What follows belongs to an exercise in optimizing a design on an open flow for small area, a short achievable clock period and few clock cycles; a production flow would make more cautious choices.
Function was checked by simulation only, so behaviour that the tests miss may differ from the original.
Power and IR drop assume default switching activity.

// conv_engine_array
module conv_engine_array #(
    parameter int ROWS    = 4,
    parameter int COLS    = 4,
    parameter int SCALE_Q = 16
) (
    input  logic        clk,
    input  logic        rst_n,
    input  logic        start,
    input  logic [10:0] c_in,
    input  logic [10:0] c_out,
    input  logic [3:0]  kernel_size,
    output logic [12:0] patch_rd_addr,
    input  logic [COLS*8-1:0] patch_rd_data_wide,
    output logic [21:0] weight_rd_addr,
    input  logic [COLS*8-1:0] weight_rd_data_wide,
    output logic [8:0]  bias_rd_ch,
    input  logic signed [31:0] bias_rd_data,
    input  logic [15:0] scale,
    input  logic        skip_relu,
    output logic        out_valid,
    output logic [8:0]  out_ch_base,
    output logic [5:0]  out_count,
    output wire  [ROWS*8-1:0] out_data_flat,
    output wire  [ROWS*32-1:0] out_int32_flat,
    output logic        done
);
    logic [8:0]  cin_q;
    logic        k3_q;
    logic [8:0]  coutm1_q;       
    logic [10:0] lastq_q;        
    logic [1:0]  rlast_q;        
    wire  [13:0] nm1 = (k3_q ? ({cin_q, 3'b000} + {5'd0, cin_q}) : {5'd0, cin_q}) - 14'd1;
    always_ff @(posedge clk) begin
        cin_q    <= c_in[8:0];
        k3_q     <= (kernel_size == 4'd3);
        coutm1_q <= c_out[8:0] - 9'd1;
        lastq_q  <= nm1[12:2];
        rlast_q  <= nm1[1:0];
    end
    logic        run;
    logic [10:0] pos;            
    logic [8:0]  och;            
    logic [21:0] waddr;
    logic [2:0]  gcnt;           
    logic        first_cyc;      
    wire f_last   = first_cyc ? (~k3_q & (cin_q <= 9'd4)) : (pos == lastq_q);
    wire f_lastch = (och == coutm1_q);
  ...
==> flow/config.mk <==
export PLATFORM = sky130hd
export DESIGN_NAME = conv_engine_array
export DESIGN_NICKNAME = conv_engine_array
export VERILOG_FILES = /design/flow/design.v
export SDC_FILE = /design/flow/constraint.sdc
export NUM_CORES = 4
export LEC_CHECK = 0
export CAP_MARGIN = 20
export CORE_MARGIN = 2
export CORE_UTILIZATION = 35
export PLACE_DENSITY = 0.6
export SLEW_MARGIN = 20
==> flow/constraint.sdc <==
create_clock -name core_clock -period 13.5 [get_ports {clk}]
set_input_delay 2.7000 -clock core_clock [delete_from_list [all_inputs] [get_ports {clk}]]
set_output_delay 2.7000 -clock core_clock [all_outputs]
set_load 0.01 [all_outputs]
standard.sh (not shown) runs the stock make flow with config.mk's settings and CLKGATE_MAP_FILE= SYNTH_SCRIPT=/design/flow/synth_recipe.tcl, a recipe that flattens the netlist after the stock synthesis.
==> flow/flow/run.sh <==
#!/bin/bash
# The standard layout (standard.sh: unchanged synthesis, floorplan, place,
# CTS, route) with these changes to how it is made:
#  - repair_timing is asked for extra setup slack, so that the achieved period
#    is pushed below the constraint;
#  - the port buffers that buffer_ports inserts are plain buffers (buf_1,
#    which repair may upsize) rather than the delay cells it picks by default;
#  - CTS inserts no dummy load cells and clusters up to 36 sinks per leaf buffer.
set -euo pipefail
bash standard.sh SETUP_SLACK_MARGIN=9.5 \
  "BUFFER_PORTS_ARGS=-buffer_cell sky130_fd_sc_hd__buf_1" \
  "CTS_ARGS=-sink_clustering_enable -repair_clock_nets -dont_use_dummy_load -sink_clustering_size 36 -sink_clustering_max_diameter 90" \
  finish > standard_flow.log 2>&1
Testbench counts at the start, summed over its fixed seeds: cycles 14,476.
Then changed:
==> flow/flow/run.sh (replaced) <==
#!/bin/bash
# The standard layout (standard.sh: unchanged synthesis, floorplan, place,
# CTS, route) with these changes to how it is made:
#  - repair_timing is asked for extra setup slack, so that the achieved period
#    is pushed below the constraint;
#  - the port buffers that buffer_ports inserts are plain buffers (buf_1,
#    which repair may upsize) rather than the delay cells it picks by default;
#  - CTS inserts no dummy load cells and clusters up to 30 sinks per leaf buffer.
set -euo pipefail
bash standard.sh SETUP_SLACK_MARGIN=9.5 \
  "BUFFER_PORTS_ARGS=-buffer_cell sky130_fd_sc_hd__buf_1" \
  "CTS_ARGS=-sink_clustering_enable -repair_clock_nets -dont_use_dummy_load -sink_clustering_size 30 -sink_clustering_max_diameter 80" \
  finish > standard_flow.log 2>&1
Settings changed: PLACE_DENSITY 0.6 to 0.5.
Outcome: The changed run completed with no timing, DRC or antenna violations. Worst setup slack gains 30 ps. Final cell count went down by 0.38%. Via count climbs by 0.46%. Total power rises by 3.6%. Global-route usage is higher by 1.0 points. Final area hardly moves.
Then changed:
--- a/flow/flow/run.sh
+++ b/flow/flow/run.sh
@@ -8,5 +8,5 @@
 #  - CTS inserts no dummy load cells and clusters up to 30 sinks per leaf buffer.
 set -euo pipefail
-bash standard.sh SETUP_SLACK_MARGIN=9.5 \
+bash standard.sh SETUP_SLACK_MARGIN=9.6 \
   "BUFFER_PORTS_ARGS=-buffer_cell sky130_fd_sc_hd__buf_1" \
   "CTS_ARGS=-sink_clustering_enable -repair_clock_nets -dont_use_dummy_load -sink_clustering_size 30 -sink_clustering_max_diameter 80" \
Settings changed: PLACE_DENSITY 0.5 to 0.6.
Outcome: The new run ran to the end with no violations; worst setup slack gets better by 4.3 ps; cell count grows slightly; sequential share of layout area shrinks by 0.42 points; via count shrinks slightly; combinational power barely changes; clock-buffer cell count stays the same; die area is unchanged; clock power is about the same.
Then changed:
--- a/flow/flow/run.sh
+++ b/flow/flow/run.sh
@@ -8,6 +8,6 @@
 #  - CTS inserts no dummy load cells and clusters up to 30 sinks per leaf buffer.
 set -euo pipefail
-bash standard.sh SETUP_SLACK_MARGIN=9.6 \
+bash standard.sh SETUP_SLACK_MARGIN=9.5 \
   "BUFFER_PORTS_ARGS=-buffer_cell sky130_fd_sc_hd__buf_1" \
-  "CTS_ARGS=-sink_clustering_enable -repair_clock_nets -dont_use_dummy_load -sink_clustering_size 30 -sink_clustering_max_diameter 80" \
+  "CTS_ARGS=-sink_clustering_enable -repair_clock_nets -dont_use_dummy_load -sink_clustering_size 30 -sink_clustering_max_diameter 80 -distance_between_buffers 400 -branching_point_buffers_distance 400" \
   finish > standard_flow.log 2>&1
=>
- The new run passed the timing, design-rule and antenna checks
- via count hardly moves
- routed wire length hardly moves
- clock-buffer cell count drops by 1
- design area fell slightly
- utilization came out lower by 0.48 points
- clock skew came out higher by 10 ps
- total power decreases slightly

---

== v38 ==
conv_engine_array, a different RTL version from the one above (not shown whole).
Size in the first run: ~2900 cells after synthesis, ~590 flip-flops, roughly 360 I/O pins, ~32000 um2 of cells after synthesis.
==> flow/config.mk <==
export PLATFORM = sky130hd
export DESIGN_NAME = conv_engine_array
export DESIGN_NICKNAME = conv_engine_array
export VERILOG_FILES = /design/flow/design.v
export SDC_FILE = /design/flow/constraint.sdc
export NUM_CORES = 4
export LEC_CHECK = 0
export CAP_MARGIN = 20
export CORE_MARGIN = 2
export CORE_UTILIZATION = 35
export PLACE_DENSITY = 0.6
export SLEW_MARGIN = 20
==> flow/constraint.sdc <==
create_clock -name core_clock -period 13.5 [get_ports {clk}]
set_input_delay 2.7000 -clock core_clock [delete_from_list [all_inputs] [get_ports {clk}]]
set_output_delay 2.7000 -clock core_clock [all_outputs]
set_load 0.01 [all_outputs]
==> flow/flow/run.sh <==
#!/bin/bash
# The standard layout (standard.sh: unchanged synthesis, floorplan, place,
# CTS, route) with these changes to how it is made:
#  - repair_timing is asked for extra setup slack, so that the achieved period
#    is pushed below the constraint;
#  - the port buffers that buffer_ports inserts are plain buffers (buf_1,
#    which repair may upsize) rather than the delay cells it picks by default;
#  - CTS inserts no dummy load cells.
set -euo pipefail
bash standard.sh SETUP_SLACK_MARGIN=9.5 \
  "BUFFER_PORTS_ARGS=-buffer_cell sky130_fd_sc_hd__buf_1" \
  "CTS_ARGS=-sink_clustering_enable -repair_clock_nets -dont_use_dummy_load" \
  finish > standard_flow.log 2>&1
Testbench counts of v38, summed over its fixed seeds: cycles 14,425.
Changes in v5 relative to v38:
-- flow/flow/run.sh --
<<< v38, line 7
#    which repair may upsize) rather than the delay cells it picks by default;
#  - CTS inserts no dummy load cells.
set -euo pipefail
>>> v5, line 7
#    which repair may upsize) rather than the delay cells it picks by default;
#  - CTS inserts no dummy load cells and clusters up to 30 sinks per leaf buffer.
set -euo pipefail
<<< v38, line 11
  "BUFFER_PORTS_ARGS=-buffer_cell sky130_fd_sc_hd__buf_1" \
  "CTS_ARGS=-sink_clustering_enable -repair_clock_nets -dont_use_dummy_load" \
  finish > standard_flow.log 2>&1
>>> v5, line 11
  "BUFFER_PORTS_ARGS=-buffer_cell sky130_fd_sc_hd__buf_1" \
  "CTS_ARGS=-sink_clustering_enable -repair_clock_nets -dont_use_dummy_load -sink_clustering_size 30 -sink_clustering_max_diameter 80" \
  finish > standard_flow.log 2>&1
- Both conditions hold for v5: the flow ran to the end and the final layout passed the timing, design-rule and antenna checks.
- met2 demand-to-capacity share in global routing in v5 is 0.45 points higher than in v38
- When the final numbers for v5 and v38 were put side by side, the hold slack turned out to be greater in v38.
- Comparing v5 and v38, the higher share of the final layout cell area in sequential cells is on v5.
- v5 against v38: net switching power saw a decrease; worst setup slack saw an increase.
- Cmp v5 and v38 / part of the power in the clock network / higher: v38
- There was hardly any difference in portion of the clock cycle consumed by the worst path in the final layout between v5 and v38.
- Between v5 and v38, it is v5 whose worst relative slew slack is higher, by 2.0 points.
> inputs changed (v5 -> v34)
==> flow/flow/run.sh <==
#!/bin/bash
# The standard layout (standard.sh: unchanged synthesis, floorplan, place,
# CTS, route) with two changes to how it is made:
#  - repair_timing is asked for extra setup slack, so that the achieved period
#    is pushed below the constraint;
#  - the port buffers that buffer_ports inserts are plain buffers (buf_1,
#    which repair may upsize) rather than the delay cells it picks by default.
set -euo pipefail
bash standard.sh SETUP_SLACK_MARGIN=9.7 \
  "BUFFER_PORTS_ARGS=-buffer_cell sky130_fd_sc_hd__buf_1" finish > standard_flow.log 2>&1
### Flow results
- ~same average wire per standard cell in v34 and v5
- Diff v5 -> v34: length in cells of the worst reg-to-reg path moved up; final critical-path share of the clock period fell by 0.28 points.

---

== JK ==
Starting RTL as in the previous note.
==> flow/config.mk <==
export PLATFORM = sky130hd
export DESIGN_NAME = conv_engine_array
export DESIGN_NICKNAME = conv_engine_array
export VERILOG_FILES = /design/flow/design.v
export SDC_FILE = /design/flow/constraint.sdc
export NUM_CORES = 4
export LEC_CHECK = 0
export CAP_MARGIN = 20
export CORE_MARGIN = 2
export CORE_UTILIZATION = 35
export PLACE_DENSITY = 0.6
export SLEW_MARGIN = 20
==> flow/constraint.sdc <==
create_clock -name core_clock -period 13.5 [get_ports {clk}]
set_input_delay 2.7000 -clock core_clock [delete_from_list [all_inputs] [get_ports {clk}]]
set_output_delay 2.7000 -clock core_clock [all_outputs]
set_load 0.01 [all_outputs]
==> flow/flow/run.sh <==
#!/bin/bash
# The standard layout (standard.sh: unchanged synthesis, floorplan, place,
# CTS, route) with two changes to how it is made:
#  - repair_timing is asked for extra setup slack, so that the achieved period
#    is pushed below the constraint;
#  - the port buffers that buffer_ports inserts are plain buffers (buf_1,
#    which repair may upsize) rather than the delay cells it picks by default.
set -euo pipefail
bash standard.sh SETUP_SLACK_MARGIN=9.5 \
  "BUFFER_PORTS_ARGS=-buffer_cell sky130_fd_sc_hd__buf_1" finish > standard_flow.log 2>&1
Testbench counts of JK, summed over its fixed seeds: cycles 14,425.
Edits applied to the flow inputs when going from JK to MS:
diff --git a/flow/flow/run.sh b/flow/flow/run.sh
--- a/flow/flow/run.sh
+++ b/flow/flow/run.sh
@@ -7,4 +7,4 @@
 #    which repair may upsize) rather than the delay cells it picks by default.
 set -euo pipefail
-bash standard.sh SETUP_SLACK_MARGIN=9.5 \
+bash standard.sh SETUP_SLACK_MARGIN=9.3 \
   "BUFFER_PORTS_ARGS=-buffer_cell sky130_fd_sc_hd__buf_1" finish > standard_flow.log 2>&1
Results
- Of JK and MS, the higher clock-buffer cell count belongs to MS.
- Logic depth of the worst path, buffers included delta for MS relative to JK: 13 higher
- MS: area overhead of the layout relative to synthesis 2.5 points below JK
- For MS, the end of the critical path was o8[0][0]$_DFFE_PP_, unlike JK, where it was bias_rd_ch[1].
- Compared to JK, MS has non-clock buffer count 9 lower.
Inputs modified between MS and AL:
==> flow/flow/run.sh <==
#!/bin/bash
# The standard layout (standard.sh: unchanged synthesis, floorplan, place,
# CTS, route) with these changes to how it is made:
#  - repair_timing is asked for extra setup slack, so that the achieved period
#    is pushed below the constraint;
#  - the port buffers that buffer_ports inserts are plain buffers (buf_1,
#    which repair may upsize) rather than the delay cells it picks by default;
#  - CTS inserts no dummy load cells and clusters up to 30 sinks per leaf buffer.
set -euo pipefail
bash standard.sh SETUP_SLACK_MARGIN=9.5 \
  "BUFFER_PORTS_ARGS=-buffer_cell sky130_fd_sc_hd__buf_1" \
  "CTS_ARGS=-sink_clustering_enable -repair_clock_nets -dont_use_dummy_load -sink_clustering_size 30 -sink_clustering_max_diameter 80 -buf_list {sky130_fd_sc_hd__clkbuf_8 sky130_fd_sc_hd__clkbuf_16}" \
  finish > standard_flow.log 2>&1
==> comparison <==
On post-layout worst setup margin, AL does better than MS. Comparing MS against AL, there is no change at all in number of enable flip-flop cells after synthesis. Count of plain and timing-repair buffers was higher in the run labelled AL. AL vs MS — power consumption dropped about 8%. Between AL and MS, number of buffers added for setup after CTS is higher for AL, MS comes in under that.
Modified inputs, TR compared to AL
- setting CTS_BUF_LIST to sky130_fd_sc_hd__clkbuf_4 sky130_fd_sc_hd__clkbuf_8 for the first time
==> flow/flow/run.sh <==
#!/bin/bash
# The standard layout (standard.sh: unchanged synthesis, floorplan, place,
# CTS, route) with two changes to how it is made:
#  - repair_timing is asked for extra setup slack, so that the achieved period
#    is pushed below the constraint;
#  - the port buffers that buffer_ports inserts are plain buffers (buf_1,
#    which repair may upsize) rather than the delay cells it picks by default.
set -euo pipefail
bash standard.sh SETUP_SLACK_MARGIN=9.7 \
  "BUFFER_PORTS_ARGS=-buffer_cell sky130_fd_sc_hd__buf_1" finish > standard_flow.log 2>&1
==> notes.md <==
TR: detail-routed net length per standard cell is 0.54% lower than what AL reported. Compared to AL, the routing of TR uses more wire. From AL to TR the numbers moved as follows: power density normalized to cell area rose 10 nW/um^2; total power draw rose 1.1 mW; maximum frequency fell about 2.4%. Going from AL to TR, shortest period the worst path allows went up by 96 ps; finished layout cell area went up by about 9%; final cell utilization of the core picked up an extra 3.6 points; share of the clock period used by the worst path after layout grew by 0.71 points; setup slack after layout went down.

-- re-timing with driven ports --
In the flow no input, the clock included, has a driving cell. The finished layouts below were timed again as built, in two steps.
Step 1 sets driving cells, clkbuf_16 on the clock port and buf_2 on the other inputs (assumed; they add their load-dependent delay and slew).
Step 2 adds t to the input delays and takes it off the output delays; t is the mean of the earliest and latest rising clock arrival at the registers after step 1. Input paths then give back, and output paths get back, about the clock's delay inside the block.
Three values: ideal, step 1, step 2; two values: the first two.
run | shift t [ns] | slack for setup (ns) | worst setup path at the end | clock arrival spread, ns
the first run of note 1 | 0.678 | 9.449 / 9.387 / 9.359 | input to register | 0.096 / 0.096
the second run of note 1 | 0.621 | 9.478 / 9.414 / 9.246 | input to register | 0.108 / 0.107
the third run of note 1 | 0.632 | 9.483 / 9.419 / 9.266 | input to register | 0.079 / 0.080
the fourth run of note 1 | 0.609 | 9.506 / 9.444 / 9.348 | input to register | 0.082 / 0.083
v38 | 0.661 | 9.544 / 9.482 / 9.398 | input to register | 0.088 / 0.088
v5 | 0.640 | 9.564 / 9.502 / 9.395 | input to register | 0.118 / 0.117
v34 | 0.681 | 9.601 / 9.544 / 9.329 | input to register | 0.031 / 0.030
JK | 0.688 | 9.549 / 9.486 / 9.408 | input to register | 0.041 / 0.042
MS | 0.671 | 9.396 / 9.396 / 9.371 | input to register | 0.039 / 0.039
AL | 0.640 | 9.564 / 9.502 / 9.395 | input to register | 0.118 / 0.117
TR | 0.809 | 9.467 / 9.404 / 9.393 | input to register | 0.090 / 0.090
After both steps every run listed still meets setup and hold. For v34, which loses most, drivers alone change the setup slack by -0.057 ns; drivers and shift together by -0.272 ns.
